Context: an optimization exercise on an open-source flow, tuned for small area and few clock cycles. The choices shown serve that exercise and are no tape-out recipe.
Function was checked by simulation only, so behaviour that the tests miss may differ from the original.

$ cat flow/design.v
module  mcolrow  ( a1,a2,a3, y ) ; 
input   [4:0]  a1 ;   
input   [4:0]  a2 ;   
input   [4:0]  a3 ;   
output  [4:0]  y ;   
assign y=a1^a2^a3;
endmodule
module  mcol  ( a1, a2, a3, a4, y1, y2, y3, y4 ) ;
input   [4:0]  a1, a2, a3, a4;
output  [4:0]  y1, y2, y3, y4;
wire [4:0] s12 = a1 ^ a2;
wire [4:0] s34 = a3 ^ a4;
assign y1 = s34 ^ a2;
assign y2 = s34 ^ a1;
assign y3 = s12 ^ a4;
assign y4 = s12 ^ a3;
endmodule
module  mcol_state  ( a, y ) ;
input   [159:0]  a ;   
output  [159:0]  y ;   
wire [4:0] a00 = a[159:155];
wire [4:0] a01 = a[154:150];
wire [4:0] a02 = a[149:145];
wire [4:0] a03 = a[144:140];
wire [4:0] a10 = a[139:135];
wire [4:0] a11 = a[134:130];
wire [4:0] a12 = a[129:125];
wire [4:0] a13 = a[124:120];
wire [4:0] a20 = a[119:115];
wire [4:0] a21 = a[114:110];
wire [4:0] a22 = a[109:105];
wire [4:0] a23 = a[104:100];
wire [4:0] a30 = a[99:95];
wire [4:0] a31 = a[94:90];
wire [4:0] a32 = a[89:85];
wire [4:0] a33 = a[84:80];
wire [4:0] a40 = a[79:75];
wire [4:0] a41 = a[74:70];
wire [4:0] a42 = a[69:65];
wire [4:0] a43 = a[64:60];
wire [4:0] a50 = a[59:55];
wire [4:0] a51 = a[54:50];
wire [4:0] a52 = a[49:45];
wire [4:0] a53 = a[44:40];
wire [4:0] a60 = a[39:35];
wire [4:0] a61 = a[34:30];
wire [4:0] a62 = a[29:25];
wire [4:0] a63 = a[24:20];
wire [4:0] a70 = a[19:15];
wire [4:0] a71 = a[14:10];
wire [4:0] a72 = a[9:5];
wire [4:0] a73 = a[4:0];
mcol m1(.a1(a[159:155]), .a2(a[154:150]), .a3(a[149:145]), .a4(a[144:140]), .y1(y[159:155]), .y2(y[154:150]), .y3(y[149:145]), .y4(y[144:140]) );
mcol m2(.a1(a[139:135]), .a2(a[134:130]), .a3(a[129:125]), .a4(a[124:120]), .y1(y[139:135]), .y2(y[134:130]), .y3(y[129:125]), .y4(y[124:120]) );
mcol m3(.a1(a[119:115]), .a2(a[114:110]), .a3(a[109:105]), .a4(a[104:100]), .y1(y[119:115]), .y2(y[114:110]), .y3(y[109:105]), .y4(y[104:100]) );
mcol m4(.a1(a[99:95]), .a2(a[94:90]), .a3(a[89:85]), .a4(a[84:80]), .y1(y[99:95]), .y2(y[94:90]), .y3(y[89:85]), .y4(y[84:80]) );
mcol m5(.a1(a[79:75]), .a2(a[74:70]), .a3(a[69:65]), .a4(a[64:60]), .y1(y[79:75]), .y2(y[74:70]), .y3(y[69:65]), .y4(y[64:60]) );
mcol m6(.a1(a[59:55]), .a2(a[54:50]), .a3(a[49:45]), .a4(a[44:40]), .y1(y[59:55]), .y2(y[54:50]), .y3(y[49:45]), .y4(y[44:40]) );
mcol m7(.a1(a[39:35]), .a2(a[34:30]), .a3(a[29:25]), .a4(a[24:20]), .y1(y[39:35]), .y2(y[34:30]), .y3(y[29:25]), .y4(y[24:20]) );
mcol m8(.a1(a[19:15]), .a2(a[14:10]), .a3(a[9:5]), .a4(a[4:0]), .y1(y[19:15]), .y2(y[14:10]), .y3(y[9:5]), .y4(y[4:0]) );
endmodule
module sbox_1 ( a2, a3, a4, y);
input [0:4] a2, a3, a4;
output [0:4] y;
wire [0:4] b = a2 ^ (a3 ^ a4);
wire q10 = b[1] & b[0];
wire q20 = b[2] & b[0];
wire q21 = b[2] & b[1];
wire q30 = b[3] & b[0];
wire q31 = b[3] & b[1];
wire q32 = b[3] & b[2];
wire q40 = b[4] & b[0];
wire q41 = b[4] & b[1];
wire q42 = b[4] & b[2];
wire q43 = b[4] & b[3];
wire s15 = q30 ^ a2[1];
wire s16 = q41 ^ a2[2];
wire s17 = q32 ^ q42;
wire s18 = q21 ^ q43;
wire s19 = a2[0] ^ s17;
wire s20 = q20 ^ s18;
wire s21 = a2[3] ^ s16;
wire s22 = q10 ^ q40;
wire s23 = q42 ^ a2[4];
wire s24 = q20 ^ s15;
wire s25 = a2[3] ^ s19;
wire s26 = q32 ^ s21;
wire s27 = q31 ^ s25;
wire s28 = s24 ^ s26;
wire s29 = a2[1] ^ s22;
wire s30 = q40 ^ a2[0];
wire s31 = s19 ^ s29;
wire s32 = s15 ^ s23;
wire s33 = q21 ^ s27;
wire s34 = s20 ^ s30;
assign y = {s28, s33, s31, s34, ~s32};
endmodule
module sbox_2 ( a1, a3, a4, y);
input [0:4] a1, a3, a4;
output [0:4] y;
wire [0:4] c = a3 ^ a4;
wire [0:4] d = a1 ^ c;
wire t10 = (a1[1] & d[0]) ^ (a1[0] & c[1]);
wire t20 = (a1[2] & d[0]) ^ (a1[0] & c[2]);
wire t21 = (a1[2] & d[1]) ^ (a1[1] & c[2]);
wire t30 = (a1[3] & d[0]) ^ (a1[0] & c[3]);
wire t31 = (a1[3] & d[1]) ^ (a1[1] & c[3]);
wire t32 = (a1[3] & d[2]) ^ (a1[2] & c[3]);
wire t40 = (a1[4] & d[0]) ^ (a1[0] & c[4]);
wire t41 = (a1[4] & d[1]) ^ (a1[1] & c[4]);
wire t42 = (a1[4] & d[2]) ^ (a1[2] & c[4]);
wire t43 = (a1[4] & d[3]) ^ (a1[3] & c[4]);
wire s15 = t30 ^ a3[1];
wire s16 = t41 ^ a3[2];
wire s17 = t32 ^ t42;
wire s18 = t21 ^ t43;
wire s19 = a3[0] ^ s17;
wire s20 = t20 ^ s18;
wire s21 = a3[3] ^ s16;
wire s22 = t10 ^ t40;
wire s23 = t42 ^ a3[4];
wire s24 = t20 ^ s15;
wire s25 = a3[3] ^ s19;
wire s26 = t32 ^ s21;
wire s27 = t31 ^ s25;
wire s28 = s24 ^ s26;
wire s29 = a3[1] ^ s22;
wire s30 = t40 ^ a3[0];
wire s31 = s19 ^ s29;
wire s32 = s15 ^ s23;
wire s33 = t21 ^ s27;
wire s34 = s20 ^ s30;
assign y = {s28, s33, s31, s34, s32};
endmodule
module sbox_3 ( a1, a2, a4, y);
input [0:4] a1, a2, a4;
output [0:4] y;
wire u10 = (a1[1] & a2[0]) ^ (a1[0] & a2[1]);
wire u20 = (a1[2] & a2[0]) ^ (a1[0] & a2[2]);
wire u21 = (a1[2] & a2[1]) ^ (a1[1] & a2[2]);
wire u30 = (a1[3] & a2[0]) ^ (a1[0] & a2[3]);
wire u31 = (a1[3] & a2[1]) ^ (a1[1] & a2[3]);
wire u32 = (a1[3] & a2[2]) ^ (a1[2] & a2[3]);
wire u40 = (a1[4] & a2[0]) ^ (a1[0] & a2[4]);
wire u41 = (a1[4] & a2[1]) ^ (a1[1] & a2[4]);
wire u42 = (a1[4] & a2[2]) ^ (a1[2] & a2[4]);
wire u43 = (a1[4] & a2[3]) ^ (a1[3] & a2[4]);
wire s15 = u30 ^ a4[1];
wire s16 = u41 ^ a4[2];
wire s17 = u32 ^ u42;
wire s18 = u21 ^ u43;
wire s19 = a4[0] ^ s17;
wire s20 = u20 ^ s18;
wire s21 = a4[3] ^ s16;
wire s22 = u10 ^ u40;
wire s23 = u42 ^ a4[4];
wire s24 = u20 ^ s15;
wire s25 = a4[3] ^ s19;
wire s26 = u32 ^ s21;
wire s27 = u31 ^ s25;
wire s28 = s24 ^ s26;
wire s29 = a4[1] ^ s22;
wire s30 = u40 ^ a4[0];
wire s31 = s19 ^ s29;
wire s32 = s15 ^ s23;
wire s33 = u21 ^ s27;
wire s34 = s20 ^ s30;
assign y = {s28, s33, s31, s34, s32};
endmodule
module sbox_4 ( a1, a2, a3, y);
input [0:4] a1, a2, a3;
output [0:4] y;
assign y = {((a1[3]^a1[2])^a1[1]), (a1[3]^a1[0]), (a1[1]^a1[0]), a1[0], (a1[4]^a1[1])};
endmodule
 module sbox_state (a1,a2,a3,a4,y1,y2,y3,y4) ;
 input [159:0] a1;
 input [159:0] a2;
 input [159:0] a3;
 input [159:0] a4;
 output [159:0] y1;
 output [159:0] y2;
 output [159:0] y3;
 output [159:0] y4;
	sbox_1 sb01(.a2(a2[4:0]), .a3(a3[4:0]), .a4(a4[4:0]), .y(y1[4:0]));
	sbox_2 sb02(.a1(a1[4:0]), .a3(a3[4:0]), .a4(a4[4:0]), .y(y2[4:0]));
	sbox_3 sb03(.a1(a1[4:0]), .a2(a2[4:0]), .a4(a4[4:0]), .y(y3[4:0]));
	sbox_4 sb04(.a1(a1[4:0]), .a2(a2[4:0]), .a3(a3[4:0]), .y(y4[4:0]));
	sbox_1 sb11(.a2(a2[9:5]), .a3(a3[9:5]), .a4(a4[9:5]), .y(y1[9:5]));
	sbox_2 sb12(.a1(a1[9:5]), .a3(a3[9:5]), .a4(a4[9:5]), .y(y2[9:5]));
	sbox_3 sb13(.a1(a1[9:5]), .a2(a2[9:5]), .a4(a4[9:5]), .y(y3[9:5]));
	sbox_4 sb14(.a1(a1[9:5]), .a2(a2[9:5]), .a3(a3[9:5]), .y(y4[9:5]));
	sbox_1 sb21(.a2(a2[14:10]), .a3(a3[14:10]), .a4(a4[14:10]), .y(y1[14:10]));
	sbox_2 sb22(.a1(a1[14:10]), .a3(a3[14:10]), .a4(a4[14:10]), .y(y2[14:10]));
	sbox_3 sb23(.a1(a1[14:10]), .a2(a2[14:10]), .a4(a4[14:10]), .y(y3[14:10]));
	sbox_4 sb24(.a1(a1[14:10]), .a2(a2[14:10]), .a3(a3[14:10]), .y(y4[14:10]));
	sbox_1 sb31(.a2(a2[19:15]), .a3(a3[19:15]), .a4(a4[19:15]), .y(y1[19:15]));
	sbox_2 sb32(.a1(a1[19:15]), .a3(a3[19:15]), .a4(a4[19:15]), .y(y2[19:15]));
	sbox_3 sb33(.a1(a1[19:15]), .a2(a2[19:15]), .a4(a4[19:15]), .y(y3[19:15]));
	sbox_4 sb34(.a1(a1[19:15]), .a2(a2[19:15]), .a3(a3[19:15]), .y(y4[19:15]));
	sbox_1 sb41(.a2(a2[24:20]), .a3(a3[24:20]), .a4(a4[24:20]), .y(y1[24:20]));
	sbox_2 sb42(.a1(a1[24:20]), .a3(a3[24:20]), .a4(a4[24:20]), .y(y2[24:20]));
	sbox_3 sb43(.a1(a1[24:20]), .a2(a2[24:20]), .a4(a4[24:20]), .y(y3[24:20]));
	sbox_4 sb44(.a1(a1[24:20]), .a2(a2[24:20]), .a3(a3[24:20]), .y(y4[24:20]));
	sbox_1 sb51(.a2(a2[29:25]), .a3(a3[29:25]), .a4(a4[29:25]), .y(y1[29:25]));
	sbox_2 sb52(.a1(a1[29:25]), .a3(a3[29:25]), .a4(a4[29:25]), .y(y2[29:25]));
	sbox_3 sb53(.a1(a1[29:25]), .a2(a2[29:25]), .a4(a4[29:25]), .y(y3[29:25]));
	sbox_4 sb54(.a1(a1[29:25]), .a2(a2[29:25]), .a3(a3[29:25]), .y(y4[29:25]));
	sbox_1 sb61(.a2(a2[34:30]), .a3(a3[34:30]), .a4(a4[34:30]), .y(y1[34:30]));
	sbox_2 sb62(.a1(a1[34:30]), .a3(a3[34:30]), .a4(a4[34:30]), .y(y2[34:30]));
	sbox_3 sb63(.a1(a1[34:30]), .a2(a2[34:30]), .a4(a4[34:30]), .y(y3[34:30]));
	sbox_4 sb64(.a1(a1[34:30]), .a2(a2[34:30]), .a3(a3[34:30]), .y(y4[34:30]));
	sbox_1 sb71(.a2(a2[39:35]), .a3(a3[39:35]), .a4(a4[39:35]), .y(y1[39:35]));
	sbox_2 sb72(.a1(a1[39:35]), .a3(a3[39:35]), .a4(a4[39:35]), .y(y2[39:35]));
	sbox_3 sb73(.a1(a1[39:35]), .a2(a2[39:35]), .a4(a4[39:35]), .y(y3[39:35]));
	sbox_4 sb74(.a1(a1[39:35]), .a2(a2[39:35]), .a3(a3[39:35]), .y(y4[39:35]));
	sbox_1 sb81(.a2(a2[44:40]), .a3(a3[44:40]), .a4(a4[44:40]), .y(y1[44:40]));
	sbox_2 sb82(.a1(a1[44:40]), .a3(a3[44:40]), .a4(a4[44:40]), .y(y2[44:40]));
	sbox_3 sb83(.a1(a1[44:40]), .a2(a2[44:40]), .a4(a4[44:40]), .y(y3[44:40]));
	sbox_4 sb84(.a1(a1[44:40]), .a2(a2[44:40]), .a3(a3[44:40]), .y(y4[44:40]));
	sbox_1 sb91(.a2(a2[49:45]), .a3(a3[49:45]), .a4(a4[49:45]), .y(y1[49:45]));
	sbox_2 sb92(.a1(a1[49:45]), .a3(a3[49:45]), .a4(a4[49:45]), .y(y2[49:45]));
	sbox_3 sb93(.a1(a1[49:45]), .a2(a2[49:45]), .a4(a4[49:45]), .y(y3[49:45]));
	sbox_4 sb94(.a1(a1[49:45]), .a2(a2[49:45]), .a3(a3[49:45]), .y(y4[49:45]));
	sbox_1 sb101(.a2(a2[54:50]), .a3(a3[54:50]), .a4(a4[54:50]), .y(y1[54:50]));
	sbox_2 sb102(.a1(a1[54:50]), .a3(a3[54:50]), .a4(a4[54:50]), .y(y2[54:50]));
	sbox_3 sb103(.a1(a1[54:50]), .a2(a2[54:50]), .a4(a4[54:50]), .y(y3[54:50]));
	sbox_4 sb104(.a1(a1[54:50]), .a2(a2[54:50]), .a3(a3[54:50]), .y(y4[54:50]));
	sbox_1 sb111(.a2(a2[59:55]), .a3(a3[59:55]), .a4(a4[59:55]), .y(y1[59:55]));
	sbox_2 sb112(.a1(a1[59:55]), .a3(a3[59:55]), .a4(a4[59:55]), .y(y2[59:55]));
	sbox_3 sb113(.a1(a1[59:55]), .a2(a2[59:55]), .a4(a4[59:55]), .y(y3[59:55]));
	sbox_4 sb114(.a1(a1[59:55]), .a2(a2[59:55]), .a3(a3[59:55]), .y(y4[59:55]));
	sbox_1 sb121(.a2(a2[64:60]), .a3(a3[64:60]), .a4(a4[64:60]), .y(y1[64:60]));
	sbox_2 sb122(.a1(a1[64:60]), .a3(a3[64:60]), .a4(a4[64:60]), .y(y2[64:60]));
	sbox_3 sb123(.a1(a1[64:60]), .a2(a2[64:60]), .a4(a4[64:60]), .y(y3[64:60]));
	sbox_4 sb124(.a1(a1[64:60]), .a2(a2[64:60]), .a3(a3[64:60]), .y(y4[64:60]));
	sbox_1 sb131(.a2(a2[69:65]), .a3(a3[69:65]), .a4(a4[69:65]), .y(y1[69:65]));
	sbox_2 sb132(.a1(a1[69:65]), .a3(a3[69:65]), .a4(a4[69:65]), .y(y2[69:65]));
	sbox_3 sb133(.a1(a1[69:65]), .a2(a2[69:65]), .a4(a4[69:65]), .y(y3[69:65]));
	sbox_4 sb134(.a1(a1[69:65]), .a2(a2[69:65]), .a3(a3[69:65]), .y(y4[69:65]));
	sbox_1 sb141(.a2(a2[74:70]), .a3(a3[74:70]), .a4(a4[74:70]), .y(y1[74:70]));
	sbox_2 sb142(.a1(a1[74:70]), .a3(a3[74:70]), .a4(a4[74:70]), .y(y2[74:70]));
	sbox_3 sb143(.a1(a1[74:70]), .a2(a2[74:70]), .a4(a4[74:70]), .y(y3[74:70]));
	sbox_4 sb144(.a1(a1[74:70]), .a2(a2[74:70]), .a3(a3[74:70]), .y(y4[74:70]));
	sbox_1 sb151(.a2(a2[79:75]), .a3(a3[79:75]), .a4(a4[79:75]), .y(y1[79:75]));
	sbox_2 sb152(.a1(a1[79:75]), .a3(a3[79:75]), .a4(a4[79:75]), .y(y2[79:75]));
	sbox_3 sb153(.a1(a1[79:75]), .a2(a2[79:75]), .a4(a4[79:75]), .y(y3[79:75]));
	sbox_4 sb154(.a1(a1[79:75]), .a2(a2[79:75]), .a3(a3[79:75]), .y(y4[79:75]));
	sbox_1 sb161(.a2(a2[84:80]), .a3(a3[84:80]), .a4(a4[84:80]), .y(y1[84:80]));
	sbox_2 sb162(.a1(a1[84:80]), .a3(a3[84:80]), .a4(a4[84:80]), .y(y2[84:80]));
	sbox_3 sb163(.a1(a1[84:80]), .a2(a2[84:80]), .a4(a4[84:80]), .y(y3[84:80]));
	sbox_4 sb164(.a1(a1[84:80]), .a2(a2[84:80]), .a3(a3[84:80]), .y(y4[84:80]));
	sbox_1 sb171(.a2(a2[89:85]), .a3(a3[89:85]), .a4(a4[89:85]), .y(y1[89:85]));
	sbox_2 sb172(.a1(a1[89:85]), .a3(a3[89:85]), .a4(a4[89:85]), .y(y2[89:85]));
	sbox_3 sb173(.a1(a1[89:85]), .a2(a2[89:85]), .a4(a4[89:85]), .y(y3[89:85]));
	sbox_4 sb174(.a1(a1[89:85]), .a2(a2[89:85]), .a3(a3[89:85]), .y(y4[89:85]));
	sbox_1 sb181(.a2(a2[94:90]), .a3(a3[94:90]), .a4(a4[94:90]), .y(y1[94:90]));
	sbox_2 sb182(.a1(a1[94:90]), .a3(a3[94:90]), .a4(a4[94:90]), .y(y2[94:90]));
	sbox_3 sb183(.a1(a1[94:90]), .a2(a2[94:90]), .a4(a4[94:90]), .y(y3[94:90]));
	sbox_4 sb184(.a1(a1[94:90]), .a2(a2[94:90]), .a3(a3[94:90]), .y(y4[94:90]));
	sbox_1 sb191(.a2(a2[99:95]), .a3(a3[99:95]), .a4(a4[99:95]), .y(y1[99:95]));
	sbox_2 sb192(.a1(a1[99:95]), .a3(a3[99:95]), .a4(a4[99:95]), .y(y2[99:95]));
	sbox_3 sb193(.a1(a1[99:95]), .a2(a2[99:95]), .a4(a4[99:95]), .y(y3[99:95]));
	sbox_4 sb194(.a1(a1[99:95]), .a2(a2[99:95]), .a3(a3[99:95]), .y(y4[99:95]));
	sbox_1 sb201(.a2(a2[104:100]), .a3(a3[104:100]), .a4(a4[104:100]), .y(y1[104:100]));
	sbox_2 sb202(.a1(a1[104:100]), .a3(a3[104:100]), .a4(a4[104:100]), .y(y2[104:100]));
	sbox_3 sb203(.a1(a1[104:100]), .a2(a2[104:100]), .a4(a4[104:100]), .y(y3[104:100]));
	sbox_4 sb204(.a1(a1[104:100]), .a2(a2[104:100]), .a3(a3[104:100]), .y(y4[104:100]));
	sbox_1 sb211(.a2(a2[109:105]), .a3(a3[109:105]), .a4(a4[109:105]), .y(y1[109:105]));
	sbox_2 sb212(.a1(a1[109:105]), .a3(a3[109:105]), .a4(a4[109:105]), .y(y2[109:105]));
	sbox_3 sb213(.a1(a1[109:105]), .a2(a2[109:105]), .a4(a4[109:105]), .y(y3[109:105]));
	sbox_4 sb214(.a1(a1[109:105]), .a2(a2[109:105]), .a3(a3[109:105]), .y(y4[109:105]));
	sbox_1 sb221(.a2(a2[114:110]), .a3(a3[114:110]), .a4(a4[114:110]), .y(y1[114:110]));
	sbox_2 sb222(.a1(a1[114:110]), .a3(a3[114:110]), .a4(a4[114:110]), .y(y2[114:110]));
	sbox_3 sb223(.a1(a1[114:110]), .a2(a2[114:110]), .a4(a4[114:110]), .y(y3[114:110]));
	sbox_4 sb224(.a1(a1[114:110]), .a2(a2[114:110]), .a3(a3[114:110]), .y(y4[114:110]));
	sbox_1 sb231(.a2(a2[119:115]), .a3(a3[119:115]), .a4(a4[119:115]), .y(y1[119:115]));
	sbox_2 sb232(.a1(a1[119:115]), .a3(a3[119:115]), .a4(a4[119:115]), .y(y2[119:115]));
	sbox_3 sb233(.a1(a1[119:115]), .a2(a2[119:115]), .a4(a4[119:115]), .y(y3[119:115]));
	sbox_4 sb234(.a1(a1[119:115]), .a2(a2[119:115]), .a3(a3[119:115]), .y(y4[119:115]));
	sbox_1 sb241(.a2(a2[124:120]), .a3(a3[124:120]), .a4(a4[124:120]), .y(y1[124:120]));
	sbox_2 sb242(.a1(a1[124:120]), .a3(a3[124:120]), .a4(a4[124:120]), .y(y2[124:120]));
	sbox_3 sb243(.a1(a1[124:120]), .a2(a2[124:120]), .a4(a4[124:120]), .y(y3[124:120]));
	sbox_4 sb244(.a1(a1[124:120]), .a2(a2[124:120]), .a3(a3[124:120]), .y(y4[124:120]));
	sbox_1 sb251(.a2(a2[129:125]), .a3(a3[129:125]), .a4(a4[129:125]), .y(y1[129:125]));
	sbox_2 sb252(.a1(a1[129:125]), .a3(a3[129:125]), .a4(a4[129:125]), .y(y2[129:125]));
	sbox_3 sb253(.a1(a1[129:125]), .a2(a2[129:125]), .a4(a4[129:125]), .y(y3[129:125]));
	sbox_4 sb254(.a1(a1[129:125]), .a2(a2[129:125]), .a3(a3[129:125]), .y(y4[129:125]));
	sbox_1 sb261(.a2(a2[134:130]), .a3(a3[134:130]), .a4(a4[134:130]), .y(y1[134:130]));
	sbox_2 sb262(.a1(a1[134:130]), .a3(a3[134:130]), .a4(a4[134:130]), .y(y2[134:130]));
	sbox_3 sb263(.a1(a1[134:130]), .a2(a2[134:130]), .a4(a4[134:130]), .y(y3[134:130]));
	sbox_4 sb264(.a1(a1[134:130]), .a2(a2[134:130]), .a3(a3[134:130]), .y(y4[134:130]));
	sbox_1 sb271(.a2(a2[139:135]), .a3(a3[139:135]), .a4(a4[139:135]), .y(y1[139:135]));
	sbox_2 sb272(.a1(a1[139:135]), .a3(a3[139:135]), .a4(a4[139:135]), .y(y2[139:135]));
	sbox_3 sb273(.a1(a1[139:135]), .a2(a2[139:135]), .a4(a4[139:135]), .y(y3[139:135]));
	sbox_4 sb274(.a1(a1[139:135]), .a2(a2[139:135]), .a3(a3[139:135]), .y(y4[139:135]));
	sbox_1 sb281(.a2(a2[144:140]), .a3(a3[144:140]), .a4(a4[144:140]), .y(y1[144:140]));
	sbox_2 sb282(.a1(a1[144:140]), .a3(a3[144:140]), .a4(a4[144:140]), .y(y2[144:140]));
	sbox_3 sb283(.a1(a1[144:140]), .a2(a2[144:140]), .a4(a4[144:140]), .y(y3[144:140]));
	sbox_4 sb284(.a1(a1[144:140]), .a2(a2[144:140]), .a3(a3[144:140]), .y(y4[144:140]));
	sbox_1 sb291(.a2(a2[149:145]), .a3(a3[149:145]), .a4(a4[149:145]), .y(y1[149:145]));
	sbox_2 sb292(.a1(a1[149:145]), .a3(a3[149:145]), .a4(a4[149:145]), .y(y2[149:145]));
	sbox_3 sb293(.a1(a1[149:145]), .a2(a2[149:145]), .a4(a4[149:145]), .y(y3[149:145]));
	sbox_4 sb294(.a1(a1[149:145]), .a2(a2[149:145]), .a3(a3[149:145]), .y(y4[149:145]));
	sbox_1 sb301(.a2(a2[154:150]), .a3(a3[154:150]), .a4(a4[154:150]), .y(y1[154:150]));
	sbox_2 sb302(.a1(a1[154:150]), .a3(a3[154:150]), .a4(a4[154:150]), .y(y2[154:150]));
	sbox_3 sb303(.a1(a1[154:150]), .a2(a2[154:150]), .a4(a4[154:150]), .y(y3[154:150]));
	sbox_4 sb304(.a1(a1[154:150]), .a2(a2[154:150]), .a3(a3[154:150]), .y(y4[154:150]));
	sbox_1 sb311(.a2(a2[159:155]), .a3(a3[159:155]), .a4(a4[159:155]), .y(y1[159:155]));
	sbox_2 sb312(.a1(a1[159:155]), .a3(a3[159:155]), .a4(a4[159:155]), .y(y2[159:155]));
	sbox_3 sb313(.a1(a1[159:155]), .a2(a2[159:155]), .a4(a4[159:155]), .y(y3[159:155]));
	sbox_4 sb314(.a1(a1[159:155]), .a2(a2[159:155]), .a3(a3[159:155]), .y(y4[159:155]));
 endmodule 
module  lae_control  ( start , ck , Ain, Min, last, init, getdata, getdata0, outc, final_o, rcon ) ;
input   start ;
input   Ain ;
input   Min ;
input   last ;
input   ck ;  
output    init;
output    getdata;
output    getdata0;
output    outc;
output    final_o;
output    [4:0] rcon;
reg     [3:0]  cnt;
reg     first;    
reg     fin;      
always  @ ( posedge ck  ) begin
  if (start) begin
    cnt   <= 4'd1;
    first <= 1'b1;
    fin   <= 1'b0;
  end else if (first) begin
    cnt   <= cnt + 4'd1;
    if (cnt == 4'd15) first <= 1'b0;
  end else if (fin) begin
    cnt <= cnt + 4'd1;
    if (cnt == 4'd15) fin <= 1'b0;
  end else if (last) begin
    fin   <= 1'b1;
    cnt   <= 4'd1;
  end
end
assign  init    = start;
assign  getdata = ~first & ~fin;
assign  getdata0= 1'b0;
assign  rcon    = {1'b0, cnt & {4{~start}}};
assign  outc    = Min;
assign  final_o = fin & (cnt == 4'd15);
endmodule
module  lae_comb  (ck, inp1, inp2, inp3, inp4, key1, key2, key3, key4, nonce, init, getdata, getdata0, outc, final_o, rcon, c1, c2, c3, c4, T1, T2, T3, T4 ) ;
input ck;
input    [9:0]  inp1;
input    [9:0]  inp2;
input    [9:0]  inp3;
input    [9:0]  inp4;
input    [79:0]  key1;
input    [79:0]  key2;
input    [79:0]  key3;
input    [79:0]  key4;
input    [39:0]  nonce;
input    init;
input    getdata;
input    getdata0;
input    outc;
input    final_o;
input    [4:0] rcon;
output  [9:0]   c1;
output  [9:0]   c2;
output  [9:0]   c3;
output  [9:0]   c4;
output  [79:0]  T1;
output  [79:0]  T2;
output  [79:0]  T3;
output  [79:0]  T4;
reg   [159:0] state1;
reg   [159:0] state2;
reg   [159:0] state3;
reg   [159:0] state4;
wire  [159:0] sbin1;
wire  [159:0] sbin2;
wire  [159:0] sbin3;
wire  [159:0] sbin4;
wire  [159:0] sbout1;
wire  [159:0] sbout2;
wire  [159:0] sbout3;
wire  [159:0] sbout4;
wire  [159:0] shrow1;
wire  [159:0] shrow2;
wire  [159:0] shrow3;
wire  [159:0] shrow4;
wire  [159:0] mcout1;
wire  [159:0] mcout2;
wire  [159:0] mcout3;
wire  [159:0] mcout4;
assign sbin1 = init ? {key1, nonce, 40'd0} : getdata ? state1^{inp1[9:5], 15'd0, inp1[4:0], 134'd0} : state1;
assign sbin2 = init ? {key2, 40'd0, 40'd0} : getdata ? state2^{inp2[9:5], 15'd0, inp2[4:0], 134'd0} : state2;
assign sbin3 = init ? {key3, 40'd0, 40'd0} : getdata ? state3^{inp3[9:5], 15'd0, inp3[4:0], 134'd0} : state3;
assign sbin4 = init ? {key4, 40'd0, 40'd0} : getdata ? state4^{inp4[9:5], 15'd0, inp4[4:0], 134'd0} : state4;
sbox_state sb(.a1(sbin1), .a2(sbin2), .a3(sbin3), .a4(sbin4), .y1(sbout1), .y2(sbout2), .y3(sbout3), .y4(sbout4));
assign shrow1={sbout1[159:155], sbout1[134:130], sbout1[109:105], sbout1[4:0], sbout1[139:135], sbout1[114:110], sbout1[89:85], sbout1[144:140], sbout1[119:115], sbout1[94:90], sbout1[69:65], sbout1[124:120], sbout1[99:95], sbout1[74:70], sbout1[49:45], sbout1[104:100], sbout1[79:75], sbout1[54:50], sbout1[29:25], sbout1[84:80], sbout1[59:55], sbout1[34:30], sbout1[9:5], sbout1[64:60], sbout1[39:35], sbout1[14:10], sbout1[149:145], sbout1[44:40], sbout1[19:15], sbout1[154:150], sbout1[129:125], sbout1[24:20]};
assign shrow2={sbout2[159:155], sbout2[134:130], sbout2[109:105], sbout2[4:0], sbout2[139:135], sbout2[114:110], sbout2[89:85], sbout2[144:140], sbout2[119:115], sbout2[94:90], sbout2[69:65], sbout2[124:120], sbout2[99:95], sbout2[74:70], sbout2[49:45], sbout2[104:100], sbout2[79:75], sbout2[54:50], sbout2[29:25], sbout2[84:80], sbout2[59:55], sbout2[34:30], sbout2[9:5], sbout2[64:60], sbout2[39:35], sbout2[14:10], sbout2[149:145], sbout2[44:40], sbout2[19:15], sbout2[154:150], sbout2[129:125], sbout2[24:20]};
assign shrow3={sbout3[159:155], sbout3[134:130], sbout3[109:105], sbout3[4:0], sbout3[139:135], sbout3[114:110], sbout3[89:85], sbout3[144:140], sbout3[119:115], sbout3[94:90], sbout3[69:65], sbout3[124:120], sbout3[99:95], sbout3[74:70], sbout3[49:45], sbout3[104:100], sbout3[79:75], sbout3[54:50], sbout3[29:25], sbout3[84:80], sbout3[59:55], sbout3[34:30], sbout3[9:5], sbout3[64:60], sbout3[39:35], sbout3[14:10], sbout3[149:145], sbout3[44:40], sbout3[19:15], sbout3[154:150], sbout3[129:125], sbout3[24:20]};
assign shrow4={sbout4[159:155], sbout4[134:130], sbout4[109:105], sbout4[4:0], sbout4[139:135], sbout4[114:110], sbout4[89:85], sbout4[144:140], sbout4[119:115], sbout4[94:90], sbout4[69:65], sbout4[124:120], sbout4[99:95], sbout4[74:70], sbout4[49:45], sbout4[104:100], sbout4[79:75], sbout4[54:50], sbout4[29:25], sbout4[84:80], sbout4[59:55], sbout4[34:30], sbout4[9:5], sbout4[64:60], sbout4[39:35], sbout4[14:10], sbout4[149:145], sbout4[44:40], sbout4[19:15], sbout4[154:150], sbout4[129:125], sbout4[24:20]};
mcol_state  mc1(.a(shrow1), .y(mcout1) );
mcol_state  mc2(.a(shrow2), .y(mcout2) );
mcol_state  mc3(.a(shrow3), .y(mcout3) );
mcol_state  mc4(.a(shrow4), .y(mcout4) );
wire  [159:0] next1 = mcout1^{rcon, 155'd0};
always  @ ( posedge ck ) state1  <=  next1 ;
always  @ ( posedge ck ) state2  <=  mcout2 ;
always  @ ( posedge ck ) state3  <=  mcout3 ;
always  @ ( posedge ck ) state4  <=  mcout4 ;
assign c1=outc ? state1[159:150]^inp1 : 10'd0;
assign c2=outc ? state2[159:150]^inp2 : 10'd0;
assign c3=outc ? state3[159:150]^inp3 : 10'd0;
assign c4=outc ? state4[159:150]^inp4 : 10'd0;
assign T1=final_o ? state1[159:80] : 80'd0;
assign T2=final_o ? state2[159:80] : 80'd0;
assign T3=final_o ? state3[159:80] : 80'd0;
assign T4=final_o ? state4[159:80] : 80'd0;
endmodule
module  lae  ( start , inp1, inp2, inp3, inp4, key1, key2, key3, key4, nonce, Ain, Min, last, ck , outc, cout1, cout2, cout3, cout4, final_o, Tout1, Tout2, Tout3, Tout4, getdata) ;
input   start ;
input    [9:0]  inp1;
input    [9:0]  inp2;
input    [9:0]  inp3;
input    [9:0]  inp4;
input    [79:0]  key1;
input    [79:0]  key2;
input    [79:0]  key3;
input    [79:0]  key4;
input    [39:0]  nonce;
input    ck ;  
input    Ain ;
input    Min ;
input    last ;
output    outc ;
output    final_o;
output    [9:0] cout1 ;
output    [9:0] cout2 ;
output    [9:0] cout3 ;
output    [9:0] cout4 ;
output    [79:0] Tout1 ;   
output    [79:0] Tout2 ;
output    [79:0] Tout3 ;
output    [79:0] Tout4 ;
output    getdata;
wire    init ;
wire    getdata ;
wire    getdata0 ;
wire    outc ;
wire    final_o ;
wire    [4:0]   rcon;
lae_control  u_control  (
  .start   ( start   ) ,
  .ck      ( ck      ) ,
  .Ain     ( Ain     ) ,
  .Min     ( Min     ) ,
  .last    ( last    ) ,
  .init    ( init    ) ,
  .getdata ( getdata ) ,
  .getdata0( getdata0) ,
  .outc    ( outc    ) ,
  .final_o   ( final_o   ) ,
  .rcon    (rcon     )
) ;
lae_comb  u_comb  (
  .ck      ( ck       ), 
  .inp1    ( inp1     ), 
  .inp2    ( inp2     ), 
  .inp3    ( inp3     ), 
  .inp4    ( inp4     ), 
  .key1    ( key1     ),
  .key2    ( key2     ),
  .key3    ( key3     ),
  .key4    ( key4     ),
  .nonce   ( nonce    ), 
  .init    ( init     ) ,
  .getdata ( getdata  ) ,
  .getdata0( getdata0 ) ,
  .outc    ( outc     ) ,
  .final_o   ( final_o    ) ,
  .rcon    (rcon      ),
  .c1      (cout1     ),
  .c2      (cout2     ),
  .c3      (cout3     ),
  .c4      (cout4     ),
  .T1      (Tout1     ),
  .T2      (Tout2     ),
  .T3      (Tout3     ),
  .T4      (Tout4     )
) ;
endmodule
$ cat flow/flow/run.sh
#!/bin/bash
# Own layout flow: the standard flow (standard.sh), with
#  - synthesis: the standard synthesis script, but with an area-oriented abc
#    script (flow/area.abc) for the technology mapping;
#  - port buffers: the smallest buffer (buf_1) instead of clkdlybuf4s50_1;
#  - CTS: no dummy loads, small clock buffers.
# Each tool's log is under orfs/logs/; make's output goes to flow_make.log.
set -euo pipefail
W=$(pwd)
sed "s#@ABC@#$W/flow/area.abc#" flow/abc_proc.tcl > "$W/own_synth.tcl"
cat synth_recipe.tcl >> "$W/own_synth.tcl"
sed "s#SYNTH_SCRIPT=[^ ]*#SYNTH_SCRIPT=$W/own_synth.tcl#" standard.sh > "$W/own_standard.sh"
grep -q "SYNTH_SCRIPT=$W/own_synth.tcl" "$W/own_standard.sh"
export BUFFER_PORTS_ARGS="-buffer_cell sky130_fd_sc_hd__buf_1"
export CTS_ARGS="-sink_clustering_enable -repair_clock_nets -dont_use_dummy_load -buf_list {sky130_fd_sc_hd__clkbuf_4}"
bash "$W/own_standard.sh" > "$W/flow_make.log" 2>&1
$ cat flow/flow/abc_proc.tcl
# Area-oriented technology mapping: every abc call of the standard synthesis
# script runs flow/area.abc in place of the ORFS script it names.
proc abc {args} {
  set i [lsearch -exact $args -script]
  if { $i >= 0 } {
    set args [lreplace $args [expr { $i + 1 }] [expr { $i + 1 }] {@ABC@}]
  }
  puts "abc (area script): $args"
  yosys abc {*}$args
}
$ cat flow/flow/area.abc
strash
balance; rewrite; refactor; balance; rewrite; rewrite -z; balance; refactor -z; rewrite -z; balance
balance; rewrite; refactor; balance; rewrite; rewrite -z; balance; refactor -z; rewrite -z; balance
dch
amap -F 4 -A 8
$ cat flow/standard.sh
#!/bin/bash
# synth_recipe.tcl (not shown) runs the flow's synth.tcl, then flattens the netlist and writes it again
# the make line also repeats each setting of config.mk as NAME=value (left out here)
make -C /OpenROAD-flow-scripts/flow DESIGN_CONFIG=/design/flow/config.mk WORK_HOME=/design/flow/orfs CLKGATE_MAP_FILE= SYNTH_SCRIPT=/design/flow/synth_recipe.tcl "${@:-finish}"
$ cat flow/config.mk
export PLATFORM = sky130hd
export DESIGN_NAME = lae
export DESIGN_NICKNAME = lae
export VERILOG_FILES = /design/flow/design.v
export SDC_FILE = /design/flow/constraint.sdc
export NUM_CORES = 4
export LEC_CHECK = 0
export CAP_MARGIN = 10
export CORE_MARGIN = 2
export CORE_UTILIZATION = 60
export PLACE_DENSITY = 0.66
export SLEW_MARGIN = 10
$ cat flow/constraint.sdc
create_clock -name core_clock -period 6.0 [get_ports {ck}]
set_input_delay 1.2000 -clock core_clock [delete_from_list [all_inputs] [get_ports {ck}]]
set_output_delay 1.2000 -clock core_clock [all_outputs]
set_load 0.01 [all_outputs]
==> out/metrics.cfg <==
[status]
outcome = timing/DRC/antenna clean

[global_route]
grt_antenna_before_repair = 50
grt_pass1_wl_um = 408000
grt_start_max_net_pins = 142
grtUsageTotal_pct = 50.8
overflow = 0
grt_pass1_vias = 69800

[setup_path]
rr_startpoint = u_control.fin
arrival_ps = 4250
critPathCapture = Tout3[39]
cp-start-kind = register
end_kind = primary output
crit_family = simple AND/OR/NAND/NOR gates
slowest_stage = nor2b_1
crit_fanout = 141
critical_path_required_ps = 4800
crit_path_cell_trace = ha_1 > clkinv_1 > nor3_1 > nand2_8 > buf_12 > nor2b_1 > buf_1
crit-reg2reg-capture = u_comb.state2[4]
critical_path_class = reg2out
crit_cells = 7
rr_worst_depth = 22
reg2reg_slack_ps = 610
path_buf_inv = 3
startpoint = u_control.cnt[0]
critical-path-max-stage-delay_ps = 560

[detailed_routing]
drc_errors = 0
via_per_inst = 6.46
drtPass1Iterations = 17
vias = 85500
drt_iter0_drc = 13400
routed_wl_um = 283000
wl_per_cell_um = 21.4
antenna_left = 0

[cts]
root_buffer = clkbuf_4
clock_path_buffers = 3
numCtsBuffers = 176
htreeDepth = 4
clock_sinks = 646
cts_tree = yes
postCtsSetupBuffers = 0
holdBufCountCts = 0
path_clk_slew_ps = 70
cts_resized = 0
clock_latency_ps = 1210

[final_layout]
mostFrequentLayoutCells = nor2_1 (2,281), a21oi_1 (1,700), o22ai_1 (1,428)
ff_latch_area_um2 = 12900
final_cells = 13200
design_area_um2 = 69800
nets = 12200
fillCellCount = 9515
final_common_cell = nor2_1
multi_input_area_um2 = 44000
area_growth_pct = 13.6
drive_above_1_share_pct = 3.88

[floorplan]
die_h_um = 324
fp.dieW_um = 324
start_util_pct = 60.5
num_rows = 117
core_um2 = 102000
die_area_um2 = 105000
ios = 768

[sta]
drv_slew = 0
hold_violations = 0
finClkSkew_ps = 127
max_freq_mhz = 184
rsz0062_at_grt = no
setup_violations = 0
relSlewSlack_pct = 9.47
layout_worst_path_cycle_share_pct = 90.8
tightest_slew_ps = 1360
post-route-min-period_ps = 5450

[synthesis]
synth_area_per_cell_um2 = 5.80
synth_edf_count = 0
synth_cell_types = 28
ys.warnings.count = 2
synth_top_area_share_pct = 21.1
syn_inst = 10600
async_flop_share_pct = 0
synth_area_leaders = dfxtp_1 (21%), o22ai_1 (15%), nor2_1 (14%)
yosysTopAreaCell = dfxtp_1
seq_area_frac_synth_pct = 21.1
ys.flop_type = dfxtp_1
synth_nets = 11000
synth.ff_latch_count = 646
synth_area_um2 = 61400

[placed_design]
place.detailed.hpwl_um = 228000
placedCellCount = 13000
routabilityCongestion = 1.46
port_buffers = 766
dpl_cell_area_um2 = 68300

[flow_run]
maxCapViolations = 0

[hold_path]
worst_hold_path_type = in2reg
worstHoldStart = last

[worst min-delay path by stage]
stage | to | cells after the start
2_1_floorplan | u_control.fin | 2
3_3_place_gp | u_control.fin | 2
3_5_place_dp | u_control.first | 2
4_1_cts | u_control.fin | 3
5_1_grt | u_control.fin | 3
6_report | u_control.fin | 3
[metal layers]
metal,vias to the layer above,part of all wire (%),track usage (%)
met2,6347,39,70.7
met5,-,0.35,2.82
li1,40900,-,-
met4,50,9.1,37.7
met1,36600,36,61.7
met3,1593,16,21.5
[kinds of logic (layout without fill, tap and decap cells)]
kind of cell             after synthesis  after routing  share of synthesized area [%]
buffers and inverters               1204           2424                           7.36
AND/OR/NAND/NOR                     3701           3701                           23.8
flip-flops                           646            646                           21.1
adder cells (fa/ha/maj)                1              1                         0.0204
AO/OA/AOI/OAI                       4817           4817                           44.7
other                                  0             59                              0
XOR/XNOR                             213            213                           3.04
[tightest hold or removal path, cell delays in order]
cell      delay, ps
buf_1           130
nand2_1          90
a221oi_1         70
[area by class of cell]
| type | count | share of cell area, % |
|---|---|---|
| timing repair buffer | 1045 | 7.39 |
| clock buffer | 176 | 1.89 |
| multi-input combinational | 8732 | 63.0 |
| tap | 1368 | 2.45 |
| inverter | 1203 | 6.51 |
| antenna | 59 | 0.212 |
| sequential | 646 | 18.5 |
[metrics by stage]
step           worst slack [ps]  setup TNS [ps]  util (%)  hold slack [ps]
4_1_cts                     676               0      68.6              367
6_report                    554               0      68.7              381
3_3_place_gp               8.87               0      67.3              477
3_5_place_dp               -131            -246      67.3              492
2_1_floorplan              32.7               0         -              454
5_1_grt                     286               0      68.6              405
[synth_stat cells (3+ instances only)]
cell type / instances
o41ai_1: 4
xnor2_1: 57
or2_0: 17
xor2_1: 156
o22ai_1: 1428
o21ai_0: 998
nand2_1: 1121
a221oi_1: 29
nor2_1: 2281
o221ai_1: 68
a21oi_1: 1700
nor2b_1: 278
clkinv_1: 1203
o31ai_1: 110
a31oi_1: 320
nor3_1: 3
dfxtp_1: 646
a22oi_1: 81
a211oi_1: 6
o32ai_1: 67
[flip-flops by register name, indices dropped and copies added (netlist names)]
signal and cells:
u_comb.state1 160, u_comb.state3 160, u_control.fin 1, u_comb.state4 160, u_control.first 1, u_comb.state2 160
u_control.cnt 4
Testbench counts, summed over its fixed seeds: cycles 15,253.

what the ideal ports hide:
The results above use ideal ports. As a check the final layout listed here was re-extracted and re-timed, cells and wires unchanged.
Step 1 (the two cells are an assumption about what drives the block):
set clk [get_ports {ck}]
set_driving_cell -lib_cell sky130_fd_sc_hd__clkbuf_16 $clk
set_driving_cell -lib_cell sky130_fd_sc_hd__buf_2 [delete_from_list [all_inputs] $clk]
Step 2 moves the port delays by t, midway between the first and last clock arrival at a register: inputs arrive t later, outputs are due t later. That takes back most of the time a late clock gives input paths.
a / b / c = ideal / step 1 / step 2; a / b = the first two.
t (ns): 1.208
setup WS [ns]: 0.554 / 0.483 / -0.394
worst setup path after step 2: input to register
Met with ideal ports but missed after step 2: setup timing in this run. For this run, drivers alone change the setup slack by -0.071 ns; drivers and shift together by -0.948 ns.
